Source: an optimization exercise on an open RTL-to-GDS flow (aim: small area). Production flows keep margins and buffers that such runs may drop.
In this exercise RTL edits were held to simulation tests only and were not proved equivalent to the original.
Power figures rest on the tool's default switching activity, not on a simulated workload.

## flow/config.mk

```make
export PLATFORM = sky130hd
export DESIGN_NAME = CONTROLLER
export DESIGN_NICKNAME = CONTROLLER
export VERILOG_FILES = /design/flow/design.v
export SDC_FILE = /design/flow/constraint.sdc
export NUM_CORES = 4
export LEC_CHECK = 0
export CAP_MARGIN = 20
export CORE_MARGIN = 2
export CORE_UTILIZATION = 40
export PLACE_DENSITY = 0.6
export SLEW_MARGIN = 20
export SYNTH_HIERARCHICAL = 1
```

## flow/constraint.sdc

```tcl
create_clock -name core_clock -period 20.0 [get_ports {CONTROLLER_Clock}]
set_input_delay 4.0000 -clock core_clock [delete_from_list [all_inputs] [get_ports {CONTROLLER_Clock}]]
set_output_delay 4.0000 -clock core_clock [all_outputs]
set_load 0.01 [all_outputs]
```

## flow/run.sh

```bash
#!/bin/bash
# synth_recipe.tcl (not shown) runs the flow's synth.tcl, then flattens the netlist and writes it again
# the make line also repeats each setting of config.mk as NAME=value (left out here)
make -C /OpenROAD-flow-scripts/flow DESIGN_CONFIG=/design/flow/config.mk WORK_HOME=/design/flow/orfs CLKGATE_MAP_FILE= SYNTH_SCRIPT=/design/flow/synth_recipe.tcl finish
```

## flow/design.v

```verilog
`timescale 1ns / 1ps
module alu(SRC_1,SRC_2,SRC_3,opcode,p_CY,dest,CY,OX,OVF);
input [7:0]SRC_1,SRC_2,SRC_3;
input [3:0]opcode;
input p_CY;
output reg [15:0]dest;
output reg CY,OX,OVF;
reg [3:0]l_nibble,u_nibble;
reg [7:0]temp;
always@(*) begin
dest = 16'h0000;
CY = 1'b0;
OX = 1'b0;
OVF = 1'b0;
l_nibble = 4'h0;
u_nibble = 4'h0;
temp = 8'h00;
case(opcode)
4'b0001 : begin   
    {OX,l_nibble} = SRC_1[3:0] + SRC_2[3:0] + p_CY;
    {CY,u_nibble} = SRC_1[7:4] + SRC_2[7:4] + OX;
    dest = {u_nibble,l_nibble};
end
4'b0010 : begin  
    temp = ~SRC_2 + 1'b1;
    {OX,l_nibble} = SRC_1[3:0] + temp[3:0];
    {CY,u_nibble} = SRC_1[7:4] + temp[7:4] + OX;
    dest = {u_nibble,l_nibble} - p_CY;
end
4'b0111 : dest = SRC_1 & SRC_2;
4'b1000 : dest = SRC_1 ^ SRC_2;
4'b1001 : dest = SRC_1 | SRC_2;
4'b1110 : dest = SRC_3[7] ? {SRC_1,SRC_2} - {8'b00000000,SRC_3} : {SRC_1,SRC_2} + {8'b00000000,SRC_3};
4'b1111 : dest = {SRC_1,SRC_2} + {8'b00000000,SRC_3};
default : ;
endcase
end
endmodule
`timescale 1ns / 1ps
module ram_aoi222 (input a1, a2, b1, b2, c1, c2, output y);
assign y = ~((a1 & a2) | (b1 & b2) | (c1 & c2));
endmodule
module ram_rdbit (input [127:0] sel, input [127:0] d, output y);
wire [42:0] t;
genvar k;
generate
for (k = 0; k < 42; k = k + 1) begin : g
    ram_aoi222 u (.a1(sel[3*k]), .a2(d[3*k]), .b1(sel[3*k+1]), .b2(d[3*k+1]), .c1(sel[3*k+2]), .c2(d[3*k+2]), .y(t[k]));
end
endgenerate
assign t[42] = ~((sel[126] & d[126]) | (sel[127] & d[127]));
assign y = ~&t;
endmodule
module RAM (
    input clk,
    input rst,
    input rd,
    input wr,
    input is_bit_addr,
    input in_bit_data,
    input [7:0] in_data,
    input [7:0] addr,
    output reg out_bit_data,
    output reg [7:0] out_data
);
wire [6:0] baddr = is_bit_addr ? {3'b010, addr[6:3]} : addr[6:0];
wire wen = wr && !rd && !addr[7];
wire [7:0] wdata = rst ? 8'h04 : (is_bit_addr ? {8{in_bit_data}} : in_data);
wire [15:0] hi = 16'd1 << baddr[6:3];
wire [7:0] lo = 8'd1 << baddr[2:0];
wire [7:0] bsel = 8'd1 << addr[2:0];
wire [15:0] whi = {16{rst}} | ({16{wen}} & hi);
wire [7:0] wlo = {8{rst}} | lo;
wire [7:0] bmask = {8{rst | !is_bit_addr}} | bsel;
wire [1023:0] q;
wire [127:0] rsel;
genvar g, b;
generate
for (g = 0; g < 128; g = g + 1) begin : word
    assign rsel[g] = hi[g >> 3] & lo[g & 7];
    if (g >= 32 && g < 48) begin : bitb
        for (b = 0; b < 8; b = b + 1) begin : bt
            reg r;
            wire en = whi[g >> 3] & (wlo[g & 7] & bmask[b]);
            always @(posedge clk) if (en) r <= wdata[b];
            assign q[g*8+b] = r;
        end
    end else begin : byteb
        reg [7:0] r;
        wire en = whi[g >> 3] & wlo[g & 7];
        always @(posedge clk) if (en) r <= wdata;
        assign q[g*8 +: 8] = r;
    end
end
endgenerate
wire [7:0] rbyte;
generate
for (b = 0; b < 8; b = b + 1) begin : rd_bit
    wire [127:0] col;
    for (g = 0; g < 128; g = g + 1) begin : c
        assign col[g] = q[g*8+b];
    end
    ram_rdbit u (.sel(rsel), .d(col), .y(rbyte[b]));
end
endgenerate
always @(posedge clk) begin
    if (rst) begin
        out_data <= 8'h00;
        out_bit_data <= 1'b0;
    end
    else if (rd && !addr[7]) begin
        if (is_bit_addr) out_bit_data <= rbyte[addr[2:0]];
        else out_data <= rbyte;
    end
end
endmodule
module CONTROLLER(
input CONTROLLER_Reset,
input CONTROLLER_Clock,
output [11:0]rom_addr,
output rom_rd,
input [7:0]rom_data,
output reg [7:0]P0,
output reg [7:0]P1,
output reg [7:0]P2,
output reg [7:0]P3,
output reg [7:0]SP,
output reg [7:0]A,
output reg [15:0]PC,
output reg [7:0]PSW,
output reg [1:0]Current_Phase,
output reg [3:0]Current_State
);
localparam CS0 = 2'b00,CS1=2'b01,CS2=2'b10,CS3=2'b11;
reg [7:0]B;
reg [11:0]CONTROLLER_PC_TEMP;
reg CONTROLLER_rd;
reg CONTROLLER_wr;
reg   CONTROLLER_is_bit_addr;
reg   CONTROLLER_in_bit_data;
reg   [7:0]CONTROLLER_in_data;
reg   [7:0] CONTROLLER_addr;
wire   CONTROLLER_out_bit_data;
wire   [7:0] CONTROLLER_out_data;
reg [11:0]CONTROLLER_rom_addr;
reg  CONTROLLER_rom_rd;
wire  [7:0]CONTROLLER_rom_data;
reg [7:0]CONTROLLER_SRC_1,CONTROLLER_SRC_2,CONTROLLER_SRC_3;
reg [3:0]CONTROLLER_ALU_OPCODE;
reg CONTROLLER_p_CY,CONTROLLER_p_AX;
wire [15:0]CONTROLLER_dest;
wire CONTROLLER_CY , CONTROLLER_AX , CONTROLLER_OVF;
reg [7:0]CONTROLLER_OPERAND1,CONTROLLER_OPERAND2,CONTROLLER_OPERAND3;
localparam ES0=4'b0000,ES1=4'b0001,ES2=4'b0010,ES3=4'b0011,ES4=4'b0100,ES5=4'b0101,ES6=4'b0110,ES7=4'b0111,IES4=4'b1000,IES5=4'b1001,IES6=4'b1010,CJNE1 = 4'b1111; 
reg [3:0]Next_State;
reg [1:0]Next_Phase;
reg [7:0]CONTROLLER_OPCODE;
reg [7:0]CONTROLLER_TEMP_STORED_DATA;
reg CANNOT_USED_A_REGISTER;
reg CONTROLLER_A_NOT_USED;
reg [7:0]TEMPRARY_ROM_ADDRESS_STORED;
reg [7:0]TEMPRARY_RAM_ADDRESS_STORED;
reg CONTROLLER_DIRECT_ADDRSSING_A_NOT_USED;
reg CONTROLLER_ALU_NOT_NEEDED;
reg CONTROLLER_ROM_NEEDED;
reg CONTROLLER_IS_BIT_ADDRESSABLE;
reg CONTROLLER_INDIRECT_ADDRESSING_USED;
reg [2:0]MULTICYCLE_OPERATION;
reg CONTROLLER_A_DEINITIALIZE;
reg CONTROLLER_SRC1_DEINITIALIZE;
reg [7:0]CONTROLLER_TEMP_RAM_DATA_STORED;
reg [7:0]TEMP_ROM_DATA;
reg [15:0]DPTR;
reg CONTROLLER_out_bit_data_temp;
reg CONTROLLER_RAM_AND_ROM_BOTH;
reg CALL_TYPE_INSTRUCTION;
reg CONTROLLER_INT_NEEDED;
reg CONTROLLER_rd_q,CONTROLLER_wr_q,CONTROLLER_is_bit_addr_q,CONTROLLER_in_bit_data_q,CONTROLLER_rom_rd_q,CONTROLLER_p_CY_q;
reg [7:0]CONTROLLER_in_data_q,CONTROLLER_addr_q,CONTROLLER_SRC_1_q,CONTROLLER_SRC_2_q,CONTROLLER_SRC_3_q;
reg [11:0]CONTROLLER_rom_addr_q;
reg [3:0]CONTROLLER_ALU_OPCODE_q;
reg [7:0]CONTROLLER_rom_q;
assign rom_addr = CONTROLLER_rom_addr_q;
assign rom_rd = CONTROLLER_rom_rd_q;
assign CONTROLLER_rom_data = CONTROLLER_rom_q;
always@(posedge CONTROLLER_Clock) begin
if(CONTROLLER_Reset == 1'b1) CONTROLLER_rom_q <= 8'h00;
else if(CONTROLLER_rom_rd_q == 1'b1) CONTROLLER_rom_q <= rom_data;
end
 RAM CONTROLLER2 (
    .clk(CONTROLLER_Clock),
    .rst(CONTROLLER_Reset),
    .rd(CONTROLLER_rd_q),
     .wr(CONTROLLER_wr_q),
     .is_bit_addr(CONTROLLER_is_bit_addr_q),
      .in_bit_data(CONTROLLER_in_bit_data_q),
     .in_data(CONTROLLER_in_data_q),
      .addr(CONTROLLER_addr_q),
      .out_bit_data(CONTROLLER_out_bit_data),
    .out_data(CONTROLLER_out_data)
);
alu F98(
        .SRC_1(CONTROLLER_SRC_1_q),
		  .SRC_2(CONTROLLER_SRC_2_q),
		  .SRC_3(CONTROLLER_SRC_3_q),
		  .p_CY(CONTROLLER_p_CY_q),
		  .opcode(CONTROLLER_ALU_OPCODE_q),
		  .dest(CONTROLLER_dest),
		  .CY(CONTROLLER_CY),
		  .OX(CONTROLLER_AX),
		  .OVF(CONTROLLER_OVF)
);
always@(posedge CONTROLLER_Clock)
begin
CONTROLLER_rd = CONTROLLER_rd_q;
CONTROLLER_wr = CONTROLLER_wr_q;
CONTROLLER_is_bit_addr = CONTROLLER_is_bit_addr_q;
CONTROLLER_in_bit_data = CONTROLLER_in_bit_data_q;
CONTROLLER_in_data = CONTROLLER_in_data_q;
CONTROLLER_addr = CONTROLLER_addr_q;
CONTROLLER_rom_addr = CONTROLLER_rom_addr_q;
CONTROLLER_rom_rd = CONTROLLER_rom_rd_q;
CONTROLLER_SRC_1 = CONTROLLER_SRC_1_q;
CONTROLLER_SRC_2 = CONTROLLER_SRC_2_q;
CONTROLLER_SRC_3 = CONTROLLER_SRC_3_q;
CONTROLLER_ALU_OPCODE = CONTROLLER_ALU_OPCODE_q;
CONTROLLER_p_CY = CONTROLLER_p_CY_q;
if(CONTROLLER_Reset == 1'b1) 
begin
Next_Phase = CS0;
Next_State = ES0;
PC[15:0]=16'h0000;
A[7:0]=8'h00;
B[7:0]=8'h00;
PSW[7:0]=8'h00;
CONTROLLER_INT_NEEDED = 1'b0;
CANNOT_USED_A_REGISTER=1'b0;
P0=8'h00;P1=8'h00;P2=8'h00;P3=8'h00;SP=8'h00;
CONTROLLER_PC_TEMP=12'h000;
CONTROLLER_rd=1'b0;CONTROLLER_wr=1'b0;CONTROLLER_is_bit_addr=1'b0;CONTROLLER_in_bit_data=1'b0;
CONTROLLER_in_data=8'h00;CONTROLLER_addr=8'h00;
CONTROLLER_OPCODE=8'h00;CONTROLLER_TEMP_STORED_DATA=8'h00;CONTROLLER_A_NOT_USED=1'b0;
TEMPRARY_ROM_ADDRESS_STORED=8'h00;TEMPRARY_RAM_ADDRESS_STORED=8'h00;
CONTROLLER_DIRECT_ADDRSSING_A_NOT_USED=1'b0;CONTROLLER_ALU_NOT_NEEDED=1'b0;CONTROLLER_ROM_NEEDED=1'b0;
CONTROLLER_IS_BIT_ADDRESSABLE=1'b0;CONTROLLER_INDIRECT_ADDRESSING_USED=1'b0;MULTICYCLE_OPERATION=3'b000;
CONTROLLER_A_DEINITIALIZE=1'b0;CONTROLLER_SRC1_DEINITIALIZE=1'b0;CONTROLLER_TEMP_RAM_DATA_STORED=8'h00;
TEMP_ROM_DATA=8'h00;DPTR=16'h0000;CONTROLLER_out_bit_data_temp=1'b0;CONTROLLER_RAM_AND_ROM_BOTH=1'b0;
CALL_TYPE_INSTRUCTION=1'b0;
Current_Phase=CS0;Current_State=ES0;
CONTROLLER_rom_addr=12'h000;
CONTROLLER_rom_rd=1'b0;
CONTROLLER_SRC_1[7:0]=8'h00;
CONTROLLER_SRC_2=8'h00;
CONTROLLER_SRC_3=8'h00;
CONTROLLER_ALU_OPCODE[3:0]=4'h0;
CONTROLLER_p_CY=1'b0;
CONTROLLER_p_AX=1'b0;
end
else
begin
case(Current_Phase)
CS0:
begin
case(Current_State)
  ES0: begin  P0 = 8'hFF; Next_State = ES1;Next_Phase = CS0;end 
  ES1:begin P1 = 8'hFF; Next_State = ES2;Next_Phase = CS0; end 
  ES2:begin P2 = 8'hFF; Next_State = ES3;Next_Phase = CS0;end 
  ES3: begin P3 = 8'hFF; Next_State = ES4;Next_Phase = CS0;end 
  ES4: begin SP = 8'h07; Next_State = ES5;Next_Phase = CS0;end 
  ES5:begin Next_State = ES0;Next_Phase = CS2;end 
endcase
end
CS2:
begin 
case(Current_State)
ES0: 
begin
CONTROLLER_rom_addr=PC[11:0];
CONTROLLER_rom_rd=1'b1;
Next_State=ES1;
Next_Phase=CS2;
end
ES1: 
begin
CONTROLLER_rom_rd=1'b1;
CONTROLLER_SRC_1 = PC[15:8];
CONTROLLER_SRC_2 =  PC[7:0];
CONTROLLER_SRC_3 = 8'h01;
CONTROLLER_ALU_OPCODE  =4'b1111;
Next_State=ES2;
Next_Phase=CS2;
end
ES2: 
begin 
CONTROLLER_PC_TEMP = CONTROLLER_dest[11:0];
CONTROLLER_OPCODE=CONTROLLER_rom_data[7:0];
CONTROLLER_rom_rd=1'b0;
CONTROLLER_rom_addr=8'h00;
CONTROLLER_A_DEINITIALIZE=1'b0;
CONTROLLER_ALU_NOT_NEEDED = 1'b0;
CONTROLLER_ROM_NEEDED=1'b0;
CONTROLLER_ALU_NOT_NEEDED=1'b0;
CONTROLLER_DIRECT_ADDRSSING_A_NOT_USED = 1'b0;
CONTROLLER_IS_BIT_ADDRESSABLE=1'b0;
CONTROLLER_INDIRECT_ADDRESSING_USED = 1'b0;
MULTICYCLE_OPERATION[2:0]=3'B000;
CONTROLLER_SRC1_DEINITIALIZE=1'B0;
CONTROLLER_RAM_AND_ROM_BOTH = 1'b0;
CALL_TYPE_INSTRUCTION = 1'b0;
casex(CONTROLLER_OPCODE)
8'b0000_0010,8'b0001_0010: begin
CONTROLLER_SRC_3 = 8'h03;
CONTROLLER_rom_rd = 1'b1;
CONTROLLER_rom_addr = CONTROLLER_PC_TEMP;
CONTROLLER_ALU_NOT_NEEDED = 1'b0;
CALL_TYPE_INSTRUCTION = 1'b1;
Next_State=IES6;
Next_Phase=CS2;
end
8'bxxx0_0001 ,8'bxxx1_0001: begin
CONTROLLER_SRC_3 = 8'h02;
CONTROLLER_rom_rd = 1'b1;
CONTROLLER_rom_addr = CONTROLLER_PC_TEMP;
CONTROLLER_ALU_NOT_NEEDED = 1'b0;
CALL_TYPE_INSTRUCTION = 1'b1;
Next_State=IES6;
Next_Phase=CS2;
end
8'b0010_0000,8'b0001_0000 : begin
CONTROLLER_rom_rd = 1'b1;
CONTROLLER_rom_addr = CONTROLLER_PC_TEMP;    
CONTROLLER_SRC_3 = 8'h02;
CONTROLLER_rd=1'b1;
CONTROLLER_is_bit_addr = 1'b1;
CONTROLLER_addr = 8'h03;
CONTROLLER_ROM_NEEDED = 1'b0;
CONTROLLER_INDIRECT_ADDRESSING_USED = 1'b0;
CONTROLLER_ALU_NOT_NEEDED = 1'b1;
Next_State=ES3;
Next_Phase=CS2;
end 
8'b0010_1xxx ,8'b0011_1xxx , 8'b0000_1xxx ,8'b1001_1xxx , 8'b0001_1xxx,8'b1110_1xxx:
begin
CONTROLLER_SRC_3 = 8'h01;
CONTROLLER_addr={3'b000,PSW[4],PSW[3],CONTROLLER_OPCODE[2:0]};
CONTROLLER_rd=1'b1;
CONTROLLER_INT_NEEDED = 1'b0;
CONTROLLER_ALU_NOT_NEEDED = 1'b0;
CONTROLLER_ROM_NEEDED = 1'b0;
if((CONTROLLER_OPCODE & 8'hF8)== (8'b1110_1xxx & 8'hF8) )begin
CONTROLLER_A_DEINITIALIZE = 1'b1;
end
Next_State=ES3;
Next_Phase=CS2;
end
8'b0101_0100 ,8'b0010_0100 ,8'b0011_0100,8'b1001_0100 ,8'b0100_0100 , 8'b0110_0100 ,8'b0111_0100:
begin
CONTROLLER_SRC_3 = 8'h02;
CONTROLLER_rom_addr=CONTROLLER_PC_TEMP[11:0];
CONTROLLER_rom_rd=1'b1;
CONTROLLER_INT_NEEDED = 1'b0;
if(CONTROLLER_OPCODE == 8'b0111_0100) CONTROLLER_A_DEINITIALIZE = 1'b1;
Next_State=ES3;
Next_Phase=CS2;
end
8'b0010_011x , 8'b0011_011x ,8'b1110_011x ,8'b0000_011x ,8'b1001_011x:
begin
CONTROLLER_SRC_3 = 8'h01;
CONTROLLER_addr={3'b000,PSW[4],PSW[3],2'b00,CONTROLLER_OPCODE[0]};
CONTROLLER_rd=1'b1;
CONTROLLER_INT_NEEDED=1'b1;
Next_State=ES3;
Next_Phase=CS2;
end
8'b0010_0101, 8'b0011_0101 ,8'b0101_0101  ,8'b0101_0010 ,8'b1001_0101, 8'b0100_0101 ,8'b0100_0010 , 8'b0110_0101 , 8'b0110_0010,8'b1110_0101,8'b1111_0101,8'b1100_0000:
begin
CONTROLLER_rom_rd = 1'b1;
CONTROLLER_rom_addr = CONTROLLER_PC_TEMP;
CONTROLLER_SRC_3 = 8'h02;
CONTROLLER_INT_NEEDED = 1'b1;
CONTROLLER_ROM_NEEDED=1'b1;
if(CONTROLLER_OPCODE == 8'b1110_0101)CONTROLLER_A_DEINITIALIZE = 1'b1;
if(CONTROLLER_OPCODE == 8'b1111_0101)CONTROLLER_SRC1_DEINITIALIZE = 1'b1;
Next_State=ES3;
Next_Phase=CS2;
end
8'b0111_1xxx : begin
CONTROLLER_rom_rd = 1'b1;
CONTROLLER_rom_addr = CONTROLLER_PC_TEMP;
CONTROLLER_SRC_3 = 8'h02;
CONTROLLER_INT_NEEDED = 1'b0;
CONTROLLER_ALU_NOT_NEEDED = 1'b1;
Next_State=ES3;
Next_Phase=CS2;
end
 8'b1010_1xxx: begin
CONTROLLER_rom_rd = 1'b1;
CONTROLLER_rom_addr = CONTROLLER_PC_TEMP;
CONTROLLER_SRC_3 = 8'h02;
CONTROLLER_INT_NEEDED = 1'b0;
CONTROLLER_ALU_NOT_NEEDED = 1'b1;
CONTROLLER_ROM_NEEDED=1'b1;
Next_State=ES3;
Next_Phase=CS2;
end
8'b1111_1xxx: begin
CONTROLLER_SRC_3 = 8'h01;
CONTROLLER_in_data = A[7:0];
CONTROLLER_addr={3'b000,PSW[4],PSW[3],CONTROLLER_OPCODE[2:0]};
CONTROLLER_wr=1'b1;
Next_State=ES6;
Next_Phase=CS2;
end
8'b1000_1xxx: begin
CONTROLLER_addr={3'b000,PSW[4],PSW[3],CONTROLLER_OPCODE[2:0]};
CONTROLLER_rom_addr = CONTROLLER_PC_TEMP;
CONTROLLER_rom_rd = 1'b1;
CONTROLLER_INT_NEEDED = 1'b0;
CONTROLLER_ALU_NOT_NEEDED = 1'b1;
CONTROLLER_ROM_NEEDED=1'b0;
CONTROLLER_rd = 1'b1;
CONTROLLER_SRC_3 = 8'h02;
CONTROLLER_RAM_AND_ROM_BOTH = 1'b1;
Next_State=ES3;
Next_Phase=CS2;
end
8'b0100_1xxx , 8'b0101_1xxx , 8'b0110_1xxx ,8'b1100_1xxx:begin
CONTROLLER_SRC_3 = 8'h01;
CONTROLLER_addr={3'b000,PSW[4],PSW[3],CONTROLLER_OPCODE[2:0]};
CONTROLLER_rd=1'b1;
CONTROLLER_INT_NEEDED = 1'b0;
CONTROLLER_ALU_NOT_NEEDED = 1'b0;
CONTROLLER_ROM_NEEDED = 1'b0;
Next_State=ES3;
Next_Phase=CS2;
end
8'b0100_011x , 8'b0101_011x , 8'b0110_011x :begin
CONTROLLER_SRC_3 = 8'h01;
CONTROLLER_addr={3'b000,PSW[4],PSW[3],2'b00,CONTROLLER_OPCODE[0]};
CONTROLLER_rd=1'b1;
CONTROLLER_INT_NEEDED = 1'b1;
CONTROLLER_ALU_NOT_NEEDED = 1'b0;
CONTROLLER_ROM_NEEDED = 1'b0;
Next_State=ES3;
Next_Phase=CS2;
end
8'b1000_0010 , 8'b1011_0000 ,8'b1100_0010 ,8'b0111_0010 , 8'b1010_0000,8'b1010_0010,8'b1001_0010 :begin
CONTROLLER_rom_rd = 1'b1;
CONTROLLER_rom_addr = CONTROLLER_PC_TEMP;
CONTROLLER_SRC_3 = 8'h02;
CONTROLLER_INT_NEEDED = 1'b1;
CONTROLLER_ROM_NEEDED=1'b1;
CONTROLLER_IS_BIT_ADDRESSABLE = 1'b1;
Next_State=ES3;
Next_Phase=CS2;
end
8'b1110_0100 , 8'b1111_0100 :begin
CONTROLLER_PC_TEMP[11:0]=CONTROLLER_dest[11:0];
A=(CONTROLLER_OPCODE[5] == 0) ? ~A : 8'h00;
Next_State = ES6;
Next_Phase = CS2;
end
8'b1100_0011, 8'b1011_0011 :begin
CONTROLLER_PC_TEMP[11:0]=CONTROLLER_dest[11:0];
PSW[7]=1'b0;
PSW[7] = (CONTROLLER_OPCODE[5] == 1) ? ~PSW[7] : 1'b0;
Next_State = ES6;
Next_Phase = CS2;
end
8'b0000_0000 :begin
CONTROLLER_PC_TEMP[11:0]=CONTROLLER_dest[11:0];
Next_State = ES6;
Next_Phase = CS2;
end
8'b1000_011x:begin
CONTROLLER_INT_NEEDED = 1'b1;
CONTROLLER_ROM_NEEDED = 1'b0;
CONTROLLER_SRC_3 = 8'h02;
CONTROLLER_addr={3'b000,PSW[4],PSW[3],2'b00,CONTROLLER_OPCODE[0]};
CONTROLLER_rd=1'b1;
CONTROLLER_rom_addr = CONTROLLER_PC_TEMP;
CONTROLLER_rom_rd = 1'b1;
CONTROLLER_ALU_NOT_NEEDED = 1'b1;
CONTROLLER_RAM_AND_ROM_BOTH = 1'b1;
Next_State = ES3;
Next_Phase = CS2;
end
8'b1010_011x :begin
CONTROLLER_SRC_3 = 8'h02;
CONTROLLER_ROM_NEEDED = 1'b1;
CONTROLLER_INT_NEEDED =1'b1;
CONTROLLER_rom_addr = CONTROLLER_PC_TEMP;
CONTROLLER_rom_rd =1'b1;
CONTROLLER_addr={3'b000,PSW[4],PSW[3],2'b00,CONTROLLER_OPCODE[0]};
CONTROLLER_rd=1'b1;
Next_State = ES3;
Next_Phase = CS2;
end
8'b1111_011x:begin
CONTROLLER_SRC_3 = 8'h02;
CONTROLLER_INT_NEEDED = 1'b1;
CONTROLLER_addr={3'b000,PSW[4],PSW[3],2'b00,CONTROLLER_OPCODE[0]};
CONTROLLER_rd=1'b1;
CONTROLLER_ROM_NEEDED = 1'b0;
CONTROLLER_ALU_NOT_NEEDED = 1'b1;
Next_State = ES3;
Next_Phase = CS2;
end
8'b1011_1xxx: begin
CONTROLLER_SRC_1 = CONTROLLER_out_data;
CONTROLLER_SRC_2 = TEMP_ROM_DATA;
CONTROLLER_ALU_OPCODE = 4'b0010;   
Next_State=ES5;
Next_Phase=CS2;
end 
8'b1011_011x: begin
CONTROLLER_SRC_1 = A;
CONTROLLER_SRC_2 = TEMP_ROM_DATA;
CONTROLLER_ALU_OPCODE = 4'b0010;   
Next_State=ES5;
Next_Phase=CS2;
end 
8'b1101_1xxx: begin
CONTROLLER_SRC_1 = CONTROLLER_out_data;
CONTROLLER_SRC_2 = 1'b1;
CONTROLLER_ALU_OPCODE = 4'b0010;   
Next_State=ES5;
Next_Phase=CS2;
end 
8'b1011_0101: begin
CONTROLLER_SRC_1 = A;
CONTROLLER_SRC_2 = CONTROLLER_out_data;
CONTROLLER_ALU_OPCODE = 4'b0010;   
Next_State=ES5;
Next_Phase=CS2;
end 
8'b1011_0100: begin
CONTROLLER_SRC_1 = A;
CONTROLLER_SRC_2 = TEMP_ROM_DATA;
CONTROLLER_ALU_OPCODE = 4'b0010;   
Next_State=ES5;
Next_Phase=CS2;
end 
8'b1101_0101: begin
CONTROLLER_SRC_1 = CONTROLLER_out_data;
CONTROLLER_SRC_2 = 1'b1;
CONTROLLER_ALU_OPCODE = 4'b0010;   
Next_State=ES5;
Next_Phase=CS2;
end 
8'b0010_0000 : begin
if(CONTROLLER_out_bit_data == 1'b1) begin
	CONTROLLER_SRC_1 = PC[15:8];
	CONTROLLER_SRC_2 = PC[7:0];
	CONTROLLER_SRC_3 = CONTROLLER_rom_data;
	CONTROLLER_ALU_OPCODE = 4'b1110;
	Next_State=CJNE1;
	Next_Phase=CS2;
end 
else begin
Next_State=ES6;
Next_Phase=CS2;
end 
end 
8'b0011_0000 : begin
if(CONTROLLER_out_bit_data == 1'b0) begin
	CONTROLLER_SRC_1 = PC[15:8];
	CONTROLLER_SRC_2 = PC[7:0];
	CONTROLLER_SRC_3 = CONTROLLER_rom_data;
	CONTROLLER_ALU_OPCODE = 4'b1110;
	Next_State=CJNE1;
	Next_Phase=CS2;
end 
else begin
Next_State=ES6;
Next_Phase=CS2;
end 
end 
8'b0100_0000 : begin
if(PSW[7] == 1'b1) begin
	CONTROLLER_SRC_1 = PC[15:8];
	CONTROLLER_SRC_2 = PC[7:0];
	CONTROLLER_SRC_3 = CONTROLLER_rom_data;
	CONTROLLER_ALU_OPCODE = 4'b1110;
	Next_State=CJNE1;
	Next_Phase=CS2;
end 
else begin
Next_State=ES6;
Next_Phase=CS2;
end 
end 
8'b0101_0000 : begin
if(PSW[7] == 1'b0) begin
	CONTROLLER_SRC_1 = PC[15:8];
	CONTROLLER_SRC_2 = PC[7:0];
	CONTROLLER_SRC_3 = CONTROLLER_rom_data;
	CONTROLLER_ALU_OPCODE = 4'b1110;
	Next_State=CJNE1;
	Next_Phase=CS2;
end 
else begin
Next_State=ES6;
Next_Phase=CS2;
end 
end 
8'b0111_0000 : begin
if(A != 8'h00) begin
	CONTROLLER_SRC_1 = PC[15:8];
	CONTROLLER_SRC_2 = PC[7:0];
	CONTROLLER_SRC_3 = CONTROLLER_rom_data;
	CONTROLLER_ALU_OPCODE = 4'b1110;
	Next_State=CJNE1;
	Next_Phase=CS2;
end 
else begin
Next_State=ES6;
Next_Phase=CS2;
end 
end 
8'b0110_0000 : begin
if(A == 8'h00) begin
	CONTROLLER_SRC_1 = PC[15:8];
	CONTROLLER_SRC_2 = PC[7:0];
	CONTROLLER_SRC_3 = CONTROLLER_rom_data;
	CONTROLLER_ALU_OPCODE = 4'b1110;
	Next_State=CJNE1;
	Next_Phase=CS2;
end 
else begin
Next_State=ES6;
Next_Phase=CS2;
end 
end 
8'b1000_0000 : begin
CONTROLLER_SRC_1 = PC[15:8];
CONTROLLER_SRC_2 = PC[7:0];
CONTROLLER_SRC_3 = CONTROLLER_rom_data;
CONTROLLER_ALU_OPCODE = 4'b1110;
Next_State=CJNE1;
Next_Phase=CS2;
end 
8'b0010_0011 , 8'b0000_0011 : begin
CONTROLLER_SRC_1 = A;
CONTROLLER_SRC_2 = 2;
CONTROLLER_ALU_OPCODE = (CONTROLLER_OPCODE == 8'b0010_0011 )? 4'B1010 : 4'b1100;
Next_State=ES6;
Next_Phase=CS2;
end 
8'b0011_0011 , 8'b0001_0011 : begin
CONTROLLER_SRC_1 = A;
CONTROLLER_SRC_2 = 2;
CONTROLLER_p_CY = PSW[7];
CONTROLLER_ALU_OPCODE = (CONTROLLER_OPCODE == 8'b0011_0011 )? 4'b1011 : 4'b1101;
Next_State=ES6;
Next_Phase=CS2;
end 
8'b1001_0011 : begin
CONTROLLER_SRC_1 = A;
CONTROLLER_SRC_2 = DPTR[7:0];
CONTROLLER_ALU_OPCODE = 4'b0001;
end 
default : Next_State=ES0;
endcase
end
ES3:
begin
CONTROLLER_PC_TEMP[11:0]=CONTROLLER_dest[11:0];
Next_State=ES4;
Next_Phase=CS2;
if(CONTROLLER_INT_NEEDED == 1'b1)begin Next_State = IES4;Next_Phase = CS2;end
else if(CONTROLLER_ALU_NOT_NEEDED == 1'b1)begin
if(CONTROLLER_ROM_NEEDED == 1'b0)
begin  Next_State =ES5;Next_Phase = CS2;end
else if(CONTROLLER_ROM_NEEDED == 1'b1)
begin Next_State= IES4;Next_Phase = CS2;end
end
end
IES4:
begin
TEMPRARY_ROM_ADDRESS_STORED=CONTROLLER_rom_data[7:0];
TEMPRARY_RAM_ADDRESS_STORED=CONTROLLER_out_data[7:0];
CONTROLLER_addr = (CONTROLLER_ROM_NEEDED == 1'b1) ? CONTROLLER_rom_data : CONTROLLER_out_data [7:0];
CONTROLLER_rd = 1'b1;
if(CONTROLLER_IS_BIT_ADDRESSABLE == 1'b1) CONTROLLER_is_bit_addr = 1'b1;
Next_State = IES6;
Next_Phase = CS2;
if(CONTROLLER_OPCODE == 8'b1100_0010 || CONTROLLER_OPCODE == 8'b1001_0010)
begin
 CONTROLLER_wr = 1'b1;
 CONTROLLER_rd=1'b0;
 CONTROLLER_in_bit_data = (CONTROLLER_OPCODE == 8'b1100_0010)? 1'b0 : PSW[7];
 Next_State = ES6;
Next_Phase = CS2;
end
else if((CONTROLLER_OPCODE & 8'hFE) == (8'b1111_011x & 8'hFE))
begin
CONTROLLER_addr =   CONTROLLER_out_data [7:0];
CONTROLLER_wr = 1'b1;
CONTROLLER_rd = 1'b0;
CONTROLLER_in_data = A;
 Next_State = ES6;
Next_Phase = CS2;
end
end
IES6:begin
Next_State = ES4;
Next_Phase = CS2;
if(CONTROLLER_ALU_NOT_NEEDED == 1'b1) begin Next_State = ES5;Next_Phase = CS2;end
end
ES4: 
begin
Next_State=ES5;
Next_Phase=CS2;
CONTROLLER_TEMP_RAM_DATA_STORED = CONTROLLER_out_data;
casex(CONTROLLER_OPCODE)
8'b1010_011x:begin
CONTROLLER_addr = TEMPRARY_RAM_ADDRESS_STORED;
CONTROLLER_wr = 1'b1;
CONTROLLER_in_data = CONTROLLER_out_data;
CONTROLLER_ALU_OPCODE = 4'b0000;
CALL_TYPE_INSTRUCTION = 1'b1;
PC = CONTROLLER_PC_TEMP;	
Next_State=ES7;
Next_Phase=CS2;
end
8'b0000_0010,8'b0001_0010 :begin
CONTROLLER_rom_addr = CONTROLLER_PC_TEMP +1;
if(CONTROLLER_OPCODE == 8'b0001_0010)begin
CONTROLLER_addr = SP+1'b1;
SP = SP+1'b1;
CONTROLLER_in_data = CONTROLLER_dest;
CONTROLLER_wr = 1'b1;
end
CONTROLLER_PC_TEMP = CONTROLLER_rom_data;
CONTROLLER_rom_rd = 1'b1;
CONTROLLER_ALU_OPCODE = 4'b0000;
end
8'bxxx0_0001 ,8'bxxx1_0001:begin
if((CONTROLLER_OPCODE  & 8'h1F) == (8'bxxx1_0001 & 8'h1F))begin
CONTROLLER_addr = SP+1'b1;
SP = SP+1'b1;
CONTROLLER_in_data = CONTROLLER_dest;
CONTROLLER_wr = 1'b1;
end
CONTROLLER_ALU_OPCODE = 4'b0000;
CONTROLLER_PC_TEMP = CONTROLLER_rom_data;
CONTROLLER_rom_rd = 1'b0;
end
8'b1100_0000 : begin
CONTROLLER_SRC_1 = SP;
CONTROLLER_A_DEINITIALIZE = 1'b0;
CONTROLLER_A_NOT_USED = 1'b1;
CONTROLLER_ALU_OPCODE = 4'b0001;
end
8'b0010_1xxx ,8'b0010_011x, 8'b0010_0101,8'b1110_0101,8'b1110_1xxx:begin 
 CONTROLLER_SRC_1=CONTROLLER_out_data[7:0]; 
 PSW[7]=1'b0;
 CONTROLLER_A_NOT_USED = 1'b0;
CONTROLLER_ALU_OPCODE=4'b0001;
TEMPRARY_ROM_ADDRESS_STORED = 1'b0;
 end
 8'b1001_1xxx , 8'b1001_011x , 8'b1001_0101 :begin 
 CONTROLLER_SRC_1=CONTROLLER_out_data[7:0]; 
 CONTROLLER_A_NOT_USED = 1'b0;
CONTROLLER_ALU_OPCODE=4'b0010;
 end
8'b1001_0100:begin
  CONTROLLER_SRC_1=CONTROLLER_rom_data[7:0]; 
 CONTROLLER_A_NOT_USED = 1'b0;
CONTROLLER_ALU_OPCODE=4'b0010;
end
 8'b0011_1xxx,8'b0011_011x,8'b0011_0101:begin 
 CONTROLLER_SRC_1=CONTROLLER_out_data[7:0];
 CONTROLLER_A_NOT_USED = 1'b0;
CONTROLLER_ALU_OPCODE=4'b0001; 
 end
 8'b0010_0100,8'b0111_0100:begin 
CONTROLLER_SRC_1=CONTROLLER_rom_data[7:0];
PSW[7]=1'b0; 
CONTROLLER_ALU_OPCODE=4'b0001;
CONTROLLER_A_NOT_USED = 1'b0;
CONTROLLER_A_DEINITIALIZE = 1'b0;
end
8'b0011_0100 :begin 
CONTROLLER_SRC_1=CONTROLLER_rom_data[7:0];
CONTROLLER_A_NOT_USED = 1'b0;
CONTROLLER_ALU_OPCODE=4'b0001;
end
8'b0000_1xxx,8'b0001_1xxx:begin 
CONTROLLER_SRC_1=1;
CONTROLLER_A_NOT_USED=1'b1;
PSW[7]=1'b0;
CONTROLLER_ALU_OPCODE=((CONTROLLER_OPCODE & 8'hF8) == (8'b0000_1xxx & 8'hF8))?4'b0001:4'b0010;
end
8'b0000_011x:begin 
CONTROLLER_SRC_1=CONTROLLER_out_data[7:0];
CONTROLLER_A_NOT_USED=1'b1;
PSW[7]=1'b0;
CONTROLLER_ALU_OPCODE=4'b0001;
CONTROLLER_INDIRECT_ADDRESSING_USED=1'b1;
end
8'b0100_1xxx , 8'b0100_011x ,8'b0100_0101 :begin
CONTROLLER_SRC_1=CONTROLLER_out_data[7:0];
CONTROLLER_A_NOT_USED=1'b0;
CONTROLLER_ALU_OPCODE=4'b1001;
end
8'b0101_1xxx , 8'b0101_011x  :begin
CONTROLLER_SRC_1=CONTROLLER_out_data[7:0];
CONTROLLER_A_NOT_USED=1'b0;
CONTROLLER_ALU_OPCODE=4'b0111;
end
8'b0110_1xxx , 8'b0110_011x ,8'b0110_0101 : begin
CONTROLLER_SRC_1=CONTROLLER_out_data[7:0];
CONTROLLER_A_NOT_USED=1'b0;
CONTROLLER_ALU_OPCODE=4'b1000;
end 
8'b0101_0100 :begin
CONTROLLER_SRC_1=CONTROLLER_rom_data[7:0];
CONTROLLER_A_NOT_USED=1'b0;
CONTROLLER_ALU_OPCODE=4'b0111;
end
8'b0100_0100 :begin
CONTROLLER_SRC_1=CONTROLLER_rom_data[7:0];
CONTROLLER_A_NOT_USED=1'b0;
CONTROLLER_ALU_OPCODE=4'b1001;
end
8'b0110_0100 :begin
CONTROLLER_SRC_1=CONTROLLER_rom_data[7:0];
CONTROLLER_A_NOT_USED=1'b0;
CONTROLLER_ALU_OPCODE=4'b1000;
end
8'b0101_0010:begin
CONTROLLER_SRC_1=(CONTROLLER_ROM_NEEDED == 1'b1) ? CONTROLLER_rom_data[7:0] : CONTROLLER_out_data[7:0];
CONTROLLER_A_NOT_USED=1'b0;
CONTROLLER_ALU_OPCODE=4'b1000;
CONTROLLER_DIRECT_ADDRSSING_A_NOT_USED = 1'b1;
end
8'b0100_0010,8'b1111_0101:begin
CONTROLLER_SRC_1=(CONTROLLER_SRC1_DEINITIALIZE == 1'B1)?8'h00:CONTROLLER_out_data;
CONTROLLER_A_NOT_USED=1'b0;
CONTROLLER_ALU_OPCODE=4'b1001;
CONTROLLER_DIRECT_ADDRSSING_A_NOT_USED = 1'b1;
end
8'b1100_1xxx :  begin
A = CONTROLLER_TEMP_RAM_DATA_STORED ^ A;
CONTROLLER_TEMP_RAM_DATA_STORED = A ^ CONTROLLER_TEMP_RAM_DATA_STORED;
A = CONTROLLER_TEMP_RAM_DATA_STORED ^ A;
CONTROLLER_A_NOT_USED = 1'b1;
Next_State = ES5;
Next_Phase = CS2;
CONTROLLER_INDIRECT_ADDRESSING_USED = 1'b0;
end
8'b0110_0010:begin
CONTROLLER_SRC_1=CONTROLLER_out_data;
CONTROLLER_A_NOT_USED=1'b0;
CONTROLLER_ALU_OPCODE=4'b1000;
CONTROLLER_DIRECT_ADDRSSING_A_NOT_USED = 1'b1;
end
8'b1000_0010 : begin
CONTROLLER_ALU_OPCODE = 4'b0000;
PSW[7]=PSW[7]^CONTROLLER_out_bit_data;
Next_State=ES6;
Next_Phase=CS2;
end
8'b0111_0010,8'b1010_0010 : begin
CONTROLLER_ALU_OPCODE = 4'b0000;
PSW[7]=(CONTROLLER_OPCODE == 8'b0111_0010 ? PSW[7]:0)|CONTROLLER_out_bit_data;
Next_State=ES6;
Next_Phase=CS2;
end
8'b1010_0000 : begin
CONTROLLER_ALU_OPCODE = 4'b0000;
PSW[7]=PSW[7]|(~CONTROLLER_out_bit_data);
Next_State=ES6;
Next_Phase=CS2;
end
8'b1011_0000 : begin
CONTROLLER_ALU_OPCODE = 4'b0000;
PSW[7]=PSW[7]^(~CONTROLLER_out_bit_data);
Next_State=ES6;
Next_Phase=CS2;
end
8'b1011_1xxx: begin
CONTROLLER_SRC_1 = CONTROLLER_out_data;
CONTROLLER_SRC_2 = TEMP_ROM_DATA;
CONTROLLER_ALU_OPCODE = 4'b0010;   
Next_State=ES5;
Next_Phase=CS2;
end 
8'b1011_011x: begin
CONTROLLER_SRC_1 = A;
CONTROLLER_SRC_2 = TEMP_ROM_DATA;
CONTROLLER_ALU_OPCODE = 4'b0010;   
Next_State=ES5;
Next_Phase=CS2;
end 
8'b1101_1xxx: begin
CONTROLLER_SRC_1 = CONTROLLER_out_data;
CONTROLLER_SRC_2 = 1'b1;
CONTROLLER_ALU_OPCODE = 4'b0010;   
Next_State=ES5;
Next_Phase=CS2;
end 
8'b1011_0101: begin
CONTROLLER_SRC_1 = A;
CONTROLLER_SRC_2 = CONTROLLER_out_data;
CONTROLLER_ALU_OPCODE = 4'b0010;   
Next_State=ES5;
Next_Phase=CS2;
end 
8'b1011_0100: begin
CONTROLLER_SRC_1 = A;
CONTROLLER_SRC_2 = TEMP_ROM_DATA;
CONTROLLER_ALU_OPCODE = 4'b0010;   
Next_State=ES5;
Next_Phase=CS2;
end 
8'b1101_0101: begin
CONTROLLER_SRC_1 = CONTROLLER_out_data;
CONTROLLER_SRC_2 = 1'b1;
CONTROLLER_ALU_OPCODE = 4'b0010;   
Next_State=ES5;
Next_Phase=CS2;
end 
8'b0010_0000 : begin
if(CONTROLLER_out_bit_data == 1'b1) begin
	CONTROLLER_SRC_1 = PC[15:8];
	CONTROLLER_SRC_2 = PC[7:0];
	CONTROLLER_SRC_3 = CONTROLLER_rom_data;
	CONTROLLER_ALU_OPCODE = 4'b1110;
	Next_State=CJNE1;
	Next_Phase=CS2;
end 
else begin
Next_State=ES6;
Next_Phase=CS2;
end 
end 
8'b0011_0000 : begin
if(CONTROLLER_out_bit_data == 1'b0) begin
	CONTROLLER_SRC_1 = PC[15:8];
	CONTROLLER_SRC_2 = PC[7:0];
	CONTROLLER_SRC_3 = CONTROLLER_rom_data;
	CONTROLLER_ALU_OPCODE = 4'b1110;
	Next_State=CJNE1;
	Next_Phase=CS2;
end 
else begin
Next_State=ES6;
Next_Phase=CS2;
end 
end 
8'b0100_0000 : begin
if(PSW[7] == 1'b1) begin
	CONTROLLER_SRC_1 = PC[15:8];
	CONTROLLER_SRC_2 = PC[7:0];
	CONTROLLER_SRC_3 = CONTROLLER_rom_data;
	CONTROLLER_ALU_OPCODE = 4'b1110;
	Next_State=CJNE1;
	Next_Phase=CS2;
end 
else begin
Next_State=ES6;
Next_Phase=CS2;
end 
end 
8'b0101_0000 : begin
if(PSW[7] == 1'b0) begin
	CONTROLLER_SRC_1 = PC[15:8];
	CONTROLLER_SRC_2 = PC[7:0];
	CONTROLLER_SRC_3 = CONTROLLER_rom_data;
	CONTROLLER_ALU_OPCODE = 4'b1110;
	Next_State=CJNE1;
	Next_Phase=CS2;
end 
else begin
Next_State=ES6;
Next_Phase=CS2;
end 
end 
8'b0111_0000 : begin
if(A != 8'h00) begin
	CONTROLLER_SRC_1 = PC[15:8];
	CONTROLLER_SRC_2 = PC[7:0];
	CONTROLLER_SRC_3 = CONTROLLER_rom_data;
	CONTROLLER_ALU_OPCODE = 4'b1110;
	Next_State=CJNE1;
	Next_Phase=CS2;
end 
else begin
Next_State=ES6;
Next_Phase=CS2;
end 
end 
8'b0110_0000 : begin
if(A == 8'h00) begin
	CONTROLLER_SRC_1 = PC[15:8];
	CONTROLLER_SRC_2 = PC[7:0];
	CONTROLLER_SRC_3 = CONTROLLER_rom_data;
	CONTROLLER_ALU_OPCODE = 4'b1110;
	Next_State=CJNE1;
	Next_Phase=CS2;
end 
else begin
Next_State=ES6;
Next_Phase=CS2;
end 
end 
8'b1000_0000 : begin
CONTROLLER_SRC_1 = PC[15:8];
CONTROLLER_SRC_2 = PC[7:0];
CONTROLLER_SRC_3 = CONTROLLER_rom_data;
CONTROLLER_ALU_OPCODE = 4'b1110;
Next_State=CJNE1;
Next_Phase=CS2;
end 
8'b0010_0011 , 8'b0000_0011 : begin
CONTROLLER_SRC_1 = A;
CONTROLLER_SRC_2 = 2;
CONTROLLER_ALU_OPCODE = (CONTROLLER_OPCODE == 8'b0010_0011 )? 4'B1010 : 4'b1100;
Next_State=ES6;
Next_Phase=CS2;
end 
8'b0011_0011 , 8'b0001_0011 : begin
CONTROLLER_SRC_1 = A;
CONTROLLER_SRC_2 = 2;
CONTROLLER_p_CY = PSW[7];
CONTROLLER_ALU_OPCODE = (CONTROLLER_OPCODE == 8'b0011_0011 )? 4'b1011 : 4'b1101;
Next_State=ES6;
Next_Phase=CS2;
end 
8'b1001_0011 : begin
CONTROLLER_SRC_1 = A;
CONTROLLER_SRC_2 = DPTR[7:0];
CONTROLLER_ALU_OPCODE = 4'b0001;
end 
endcase
CONTROLLER_SRC_2=((CONTROLLER_OPCODE & 8'b11111000) == (8'b0001_1xxx & 8'b11111000))?(CONTROLLER_out_data):((CONTROLLER_A_DEINITIALIZE == 1'b0)?((CONTROLLER_A_NOT_USED == 1'b1)? 1 : A):8'b0);
CONTROLLER_p_CY=PSW[7];
CONTROLLER_addr=(CALL_TYPE_INSTRUCTION == 1'b1)?CONTROLLER_addr:8'h00;
CONTROLLER_rd=(CALL_TYPE_INSTRUCTION == 1'b1)?CONTROLLER_rd:1'b0;
CONTROLLER_rom_rd =(CALL_TYPE_INSTRUCTION == 1'b1)?CONTROLLER_rom_rd:1'b0;
end
ES5:
begin
if(CONTROLLER_A_NOT_USED == 1'b1) 
begin
CONTROLLER_in_data = (CONTROLLER_OPCODE == 8'b1100_0000 ||((CONTROLLER_OPCODE & 8'hF8)  ==  (8'b1100_0101 & 8'hF8)) )?
CONTROLLER_TEMP_RAM_DATA_STORED : CONTROLLER_dest;
CONTROLLER_addr=(CONTROLLER_OPCODE == 8'b1100_0000)?(CONTROLLER_dest):((CONTROLLER_INDIRECT_ADDRESSING_USED == 1'b1) ? TEMPRARY_RAM_ADDRESS_STORED : {3'b000,PSW[4],PSW[3],CONTROLLER_OPCODE[2:0]});
CONTROLLER_wr=1'b1;
if(CONTROLLER_OPCODE == 8'b1100_0000)
begin 
SP = CONTROLLER_dest;
end
end
else if(CONTROLLER_OPCODE == 8'b1001_0011) begin
CONTROLLER_rom_rd=1'b1;
CONTROLLER_rom_addr = CONTROLLER_dest;
Next_State=ES6;
Next_Phase=CS2;
end 
else if(CONTROLLER_OPCODE == 8'b1001_0000) begin
DPTR = {TEMP_ROM_DATA,CONTROLLER_rom_data};
end 
else if(CONTROLLER_OPCODE == 8'b1000_0101) begin
CONTROLLER_rd=1'b1;
CONTROLLER_addr=CONTROLLER_rom_data;
Next_State=CJNE1;
Next_Phase=CS2;
end 
else if(CONTROLLER_OPCODE == 8'b0111_0011) begin
CONTROLLER_PC_TEMP = CONTROLLER_rom_data;
end
else if(CONTROLLER_ALU_NOT_NEEDED == 1'b1) begin
CONTROLLER_in_data =(CONTROLLER_ROM_NEEDED == 1'b1) ? CONTROLLER_out_data :CONTROLLER_rom_data;
CONTROLLER_rom_rd=1'b0;
CONTROLLER_rd=1'b0;
CONTROLLER_addr={3'b000,PSW[4],PSW[3],CONTROLLER_OPCODE[2:0]};
CONTROLLER_wr=1'b1;
end
else if(CONTROLLER_ALU_NOT_NEEDED == 1'b1) begin
CONTROLLER_in_data =(CONTROLLER_ROM_NEEDED == 1'b0) ? CONTROLLER_out_data :CONTROLLER_rom_data;
CONTROLLER_rom_rd=1'b0;
CONTROLLER_rd=1'b0;
CONTROLLER_addr=(CONTROLLER_RAM_AND_ROM_BOTH == 1'b1)?(CONTROLLER_rom_data):{3'b000,PSW[4],PSW[3],CONTROLLER_OPCODE[2:0]};
CONTROLLER_wr=1'b1;
end
else if(CONTROLLER_DIRECT_ADDRSSING_A_NOT_USED == 1'b1) begin
CONTROLLER_in_data = CONTROLLER_dest;
CONTROLLER_addr = TEMPRARY_ROM_ADDRESS_STORED;
CONTROLLER_wr = 1'b1;
end
else if(CONTROLLER_ALU_OPCODE != 4'b0000) begin 
A=CONTROLLER_dest;
PSW[7]=CONTROLLER_CY;
PSW[6]=CONTROLLER_AX;
end
Next_State=ES6;
Next_Phase=CS2;
end
CJNE1: begin
CONTROLLER_PC_TEMP = CONTROLLER_dest;
casex(CONTROLLER_OPCODE) 
8'b0001_0000 : begin
CONTROLLER_out_bit_data_temp = 1'b0;
end 
endcase
Next_State=ES6;
Next_Phase=CS2;
end 
ES6:
begin
PC[11:0]=(CALL_TYPE_INSTRUCTION == 1'b1)?{((((CONTROLLER_OPCODE & 8'h1F) == (8'bxxx0_0001 & 8'h1F ))
                                              ||((CONTROLLER_OPCODE & 8'h1F) == (8'bxxx1_0001 & 8'h1F )))?({PC[15:11],CONTROLLER_OPCODE[7:5]}): CONTROLLER_rom_data),CONTROLLER_PC_TEMP[7:0]}:CONTROLLER_PC_TEMP[11:0];
Next_State=ES7;	
Next_Phase=CS2;
end
ES7:
begin
CONTROLLER_wr=1'b0;
CONTROLLER_addr=8'h00;
CONTROLLER_in_data=8'h00;
CONTROLLER_is_bit_addr = 1'b0;
CONTROLLER_rom_rd=1'b0;
CONTROLLER_rd=1'b0;
Next_State = ES0;
Next_Phase = CS2;
end
endcase
end
endcase
 Current_State=Next_State;
 Current_Phase=Next_Phase;
end
CONTROLLER_rd_q <= CONTROLLER_rd;
CONTROLLER_wr_q <= CONTROLLER_wr;
CONTROLLER_is_bit_addr_q <= CONTROLLER_is_bit_addr;
CONTROLLER_in_bit_data_q <= CONTROLLER_in_bit_data;
CONTROLLER_in_data_q <= CONTROLLER_in_data;
CONTROLLER_addr_q <= CONTROLLER_addr;
CONTROLLER_rom_addr_q <= CONTROLLER_rom_addr;
CONTROLLER_rom_rd_q <= CONTROLLER_rom_rd;
CONTROLLER_SRC_1_q <= CONTROLLER_SRC_1;
CONTROLLER_SRC_2_q <= CONTROLLER_SRC_2;
CONTROLLER_SRC_3_q <= CONTROLLER_SRC_3;
CONTROLLER_ALU_OPCODE_q <= CONTROLLER_ALU_OPCODE;
CONTROLLER_p_CY_q <= CONTROLLER_p_CY;
end
endmodule
```

==> summary.txt <==
power groups by stage:
stage	clock network [mW]	logic [mW]	registers, mW
6_report	2.32	0.307	2.85
5_1_grt	2.44	0.326	2.85
4_1_cts	2.34	0.299	2.85
3_5_place_dp	0	0.298	2.90
3_3_place_gp	0	0.294	2.90
2_1_floorplan	0	0.199	2.88
cell type report:
type,count,area [um^2]
multi-input cells,2746,18700
repair buffers,204,1750
diodes,4,10.0
well taps,1781,2230
clock buffers,148,3130
fillers,12297,74100
clock inverters,76,933
inverters,69,262
flip-flops and latches,1204,34400
sequential cells by signal (all words and copies together) (netlist names), 2 cells and up:
signal and count:
A 8, CONTROLLER2.out_data 8, CONTROLLER2.word.bitb.bt.r 128, CONTROLLER2.word.byteb.r 896, CONTROLLER_ALU_OPCODE_q 4, CONTROLLER_OPCODE 8
CONTROLLER_PC_TEMP 12, CONTROLLER_SRC_1_q 8, CONTROLLER_SRC_2_q 8, CONTROLLER_SRC_3_q 8, CONTROLLER_TEMP_RAM_DATA_STORED 8, CONTROLLER_addr_q 8
CONTROLLER_in_data_q 8, CONTROLLER_rom_addr_q 12, CONTROLLER_rom_q 8, Current_State 4, DPTR 8, PC 12
PSW 2, SP 8, TEMPRARY_RAM_ADDRESS_STORED 8, TEMPRARY_ROM_ADDRESS_STORED 8
placed cells by master, fill, tap and decap left out, types with 74 or more instances in the layout:
cell and instances:
a21oi_1 214, a222oi_1 340, buf_4 110, clkbuf_16 120
clkdlybuf4s50_1 88, dfxtp_1 174, edfxtp_1 1024, mux2i_1 99
nand2_1 211, nand3_1 74, nand4_1 103, nor2_1 438
o21ai_0 198
final timing paths:
kind | end | slack, ns | start
hold reg to reg | TEMPRARY_RAM_ADDRESS_STORED[6] | 0.46 | TEMPRARY_RAM_ADDRESS_STORED[6]
setup / recovery | Current_Phase[1] | 13.74 | Current_Phase[1]
setup reg to reg | CONTROLLER2.out_bit_data | 14.64 | CONTROLLER_addr_q[0]
hold / removal | TEMPRARY_RAM_ADDRESS_STORED[6] | 0.46 | TEMPRARY_RAM_ADDRESS_STORED[6]
layer usage:
metal / wire [um] / part of all wire [%] / global-route usage, %
met4: 8680 / 4.8 / 10.9
met2: 84300 / 46 / 40.0
met5: 7 / 0.0038 / 0
met3: 19200 / 11 / 5.04
met1: 70000 / 38 / 33.6
worst register-to-register path, stage by stage (launching register included):
cell      delay, ns
dfxtp_1        0.74
inv_1          0.34
a32o_1         0.45
nand2_1        0.12
buf_4          0.41
nor2_1         0.29
a222oi_1       0.60
nand4_1        0.36
nor4_1         0.95
nand4_1        0.38
mux2i_1        0.22
mux4_2         0.28
a211oi_1       0.07
==> impl_metrics.csv <==
group,metric,value,unit
outcome,status,"timing/DRC/antenna clean",
critical_path,end_kind,"primary output",
floorplanning,num_io_pins,101,
power_and_ir_drop,peakVddDrop,0.0919,mV
timing,fin_skew,0.0654,ns
floorplanning,core-area,0.135,mm^2
power_and_ir_drop,p_comb_share,5.6,%
cts,postCtsSetupRepairBufs,0,
cts,cts.clk_slew.worst_paths,0.06,ns
power_and_ir_drop,p_int,4.22,mW
cts,cts_tree,"done",
layout,finish.utilization,45.3,%
cts,clock-root-buffer,"clkbuf_16",
synth,syn_area_per_cell,12.6,um^2
critical_path,cp-start-kind,"register",
critical_path,path_depth,2,
critical_path,path_delay_family,"buffers and inverters",
critical_path,r2r_cells,12,
global_routing,grt_first_pass_wirelength,264,mm
global_routing,grt.total_usage,25.2,%
critical_path,cp.arrival,2.26,ns
timing,whs,0.460,ns
min_path,min-delay-path-class,"register to register",
cts,ctsResizeCount,0,
place,io_buffers,89,
cts,holdBufCountCts,0,
power_and_ir_drop,p_clk_share,42.4,%
critical_path,cp_num_buf_inv,2,
synth,synthCells,4339,
timing,setup_viol,0,
synth,netlist_area,0.0546,mm^2
timing,period_needed,6.26,ns
drt,wire_per_inst,29.2,um
critical_path,crit_type,"register to primary output",
timing,worst_slack,13.74,ns
timing,worst_slew_pin_slew,1.30,ns
timing,slew_headroom,13.4,%
place,placedCellCount,6000,
timing,finalHoldViolations,0,
layout,nets,4407,
floorplanning,dieHeight,373,um
cts,htreeDepth,3,
floorplanning,fp.dieW,373,um
cts,worstSkewPairLatency,0.77,ns
drt,dr.pass1.iters,10,
layout,drive_gt1_share,9.76,%
critical_path,slowest_stage,"clkdlybuf4s50_1",
critical_path,slowest_delay,0.62,ns
power_and_ir_drop,p_total,5.47,mW
power_and_ir_drop,p_leak,20.3,nW
min_path,whs_path_depth,2,
global_routing,grt_remaining_overflow,0,
cts,cts_buffers,120,
drt,antenna_left,0,
floorplanning,initial_utilization,40.3,%
power_and_ir_drop,p_switching,1.25,mW
timing,rsz0062_at_grt,"false",
place,dpl_cell_area,0.0572,mm^2
floorplanning,dieArea,0.139,mm^2
timing,min_period_over_period,31.3,%
power_and_ir_drop,sequentialPowerShare,52.0,%
critical_path,critPathRequiredTime,16.00,ns
place,gp_congestion,0.978,
place,hpwl,119,mm
layout,final_cells,6232,
drt,drt_iter0_markers,6822,
cts,clock_path_buffers,3,
global_routing,grt_max_degree,83,
cts,cts_sinks,1204,
timing,tns,0,ns
global_routing,antenna_found_initial,5,
drt,drt-vias-per-instance,6.56,
power_and_ir_drop,p_per_area,89.2,mW/mm^2
flow_run,cap_violations,0,
layout,final_area,0.0613,mm^2
drt,route.detailed.drc,0,
critical_path,cp_cell_sequence,"buf_4 > clkdlybuf4s50_1",
floorplanning,rows,135,
timing,finalMaxSlewViolations,0,
power_and_ir_drop,swShare,22.9,%
global_routing,grt_pass1_vias,38463,
place,preCtsSetupSlack,13.19,ns
timing,max_freq,160,MHz
drt,wl,182,mm
synth,yosysWarnings,9,
critical_path,worstPathMaxFanout,22,
drt,vias,40911,
layout,area_growth,12.3,%

what the ideal ports hide:
In the flow no input, the clock included, has a driving cell. The finished layout below was timed again as built, in two steps.
Step 1 sets driving cells, clkbuf_16 on the clock port and buf_2 on the other inputs (assumed; they add their load-dependent delay and slew).
Step 2 also shifts input and output timing later by t, the mid clock arrival at the registers, as if the neighbouring blocks saw the same clock.
Three values: ideal ports, drivers, drivers and shift; two values: the first two.
t, ns: 0.799
slack for setup (ns): 13.738 / 13.666 / 13.077
worst data-port slew with drivers (ns): 0.09
pins driven straight from the clock port: 1
After both steps setup and hold are still met in this run. For this run, drivers alone change the setup slack by -0.072 ns; drivers and shift together by -0.661 ns.
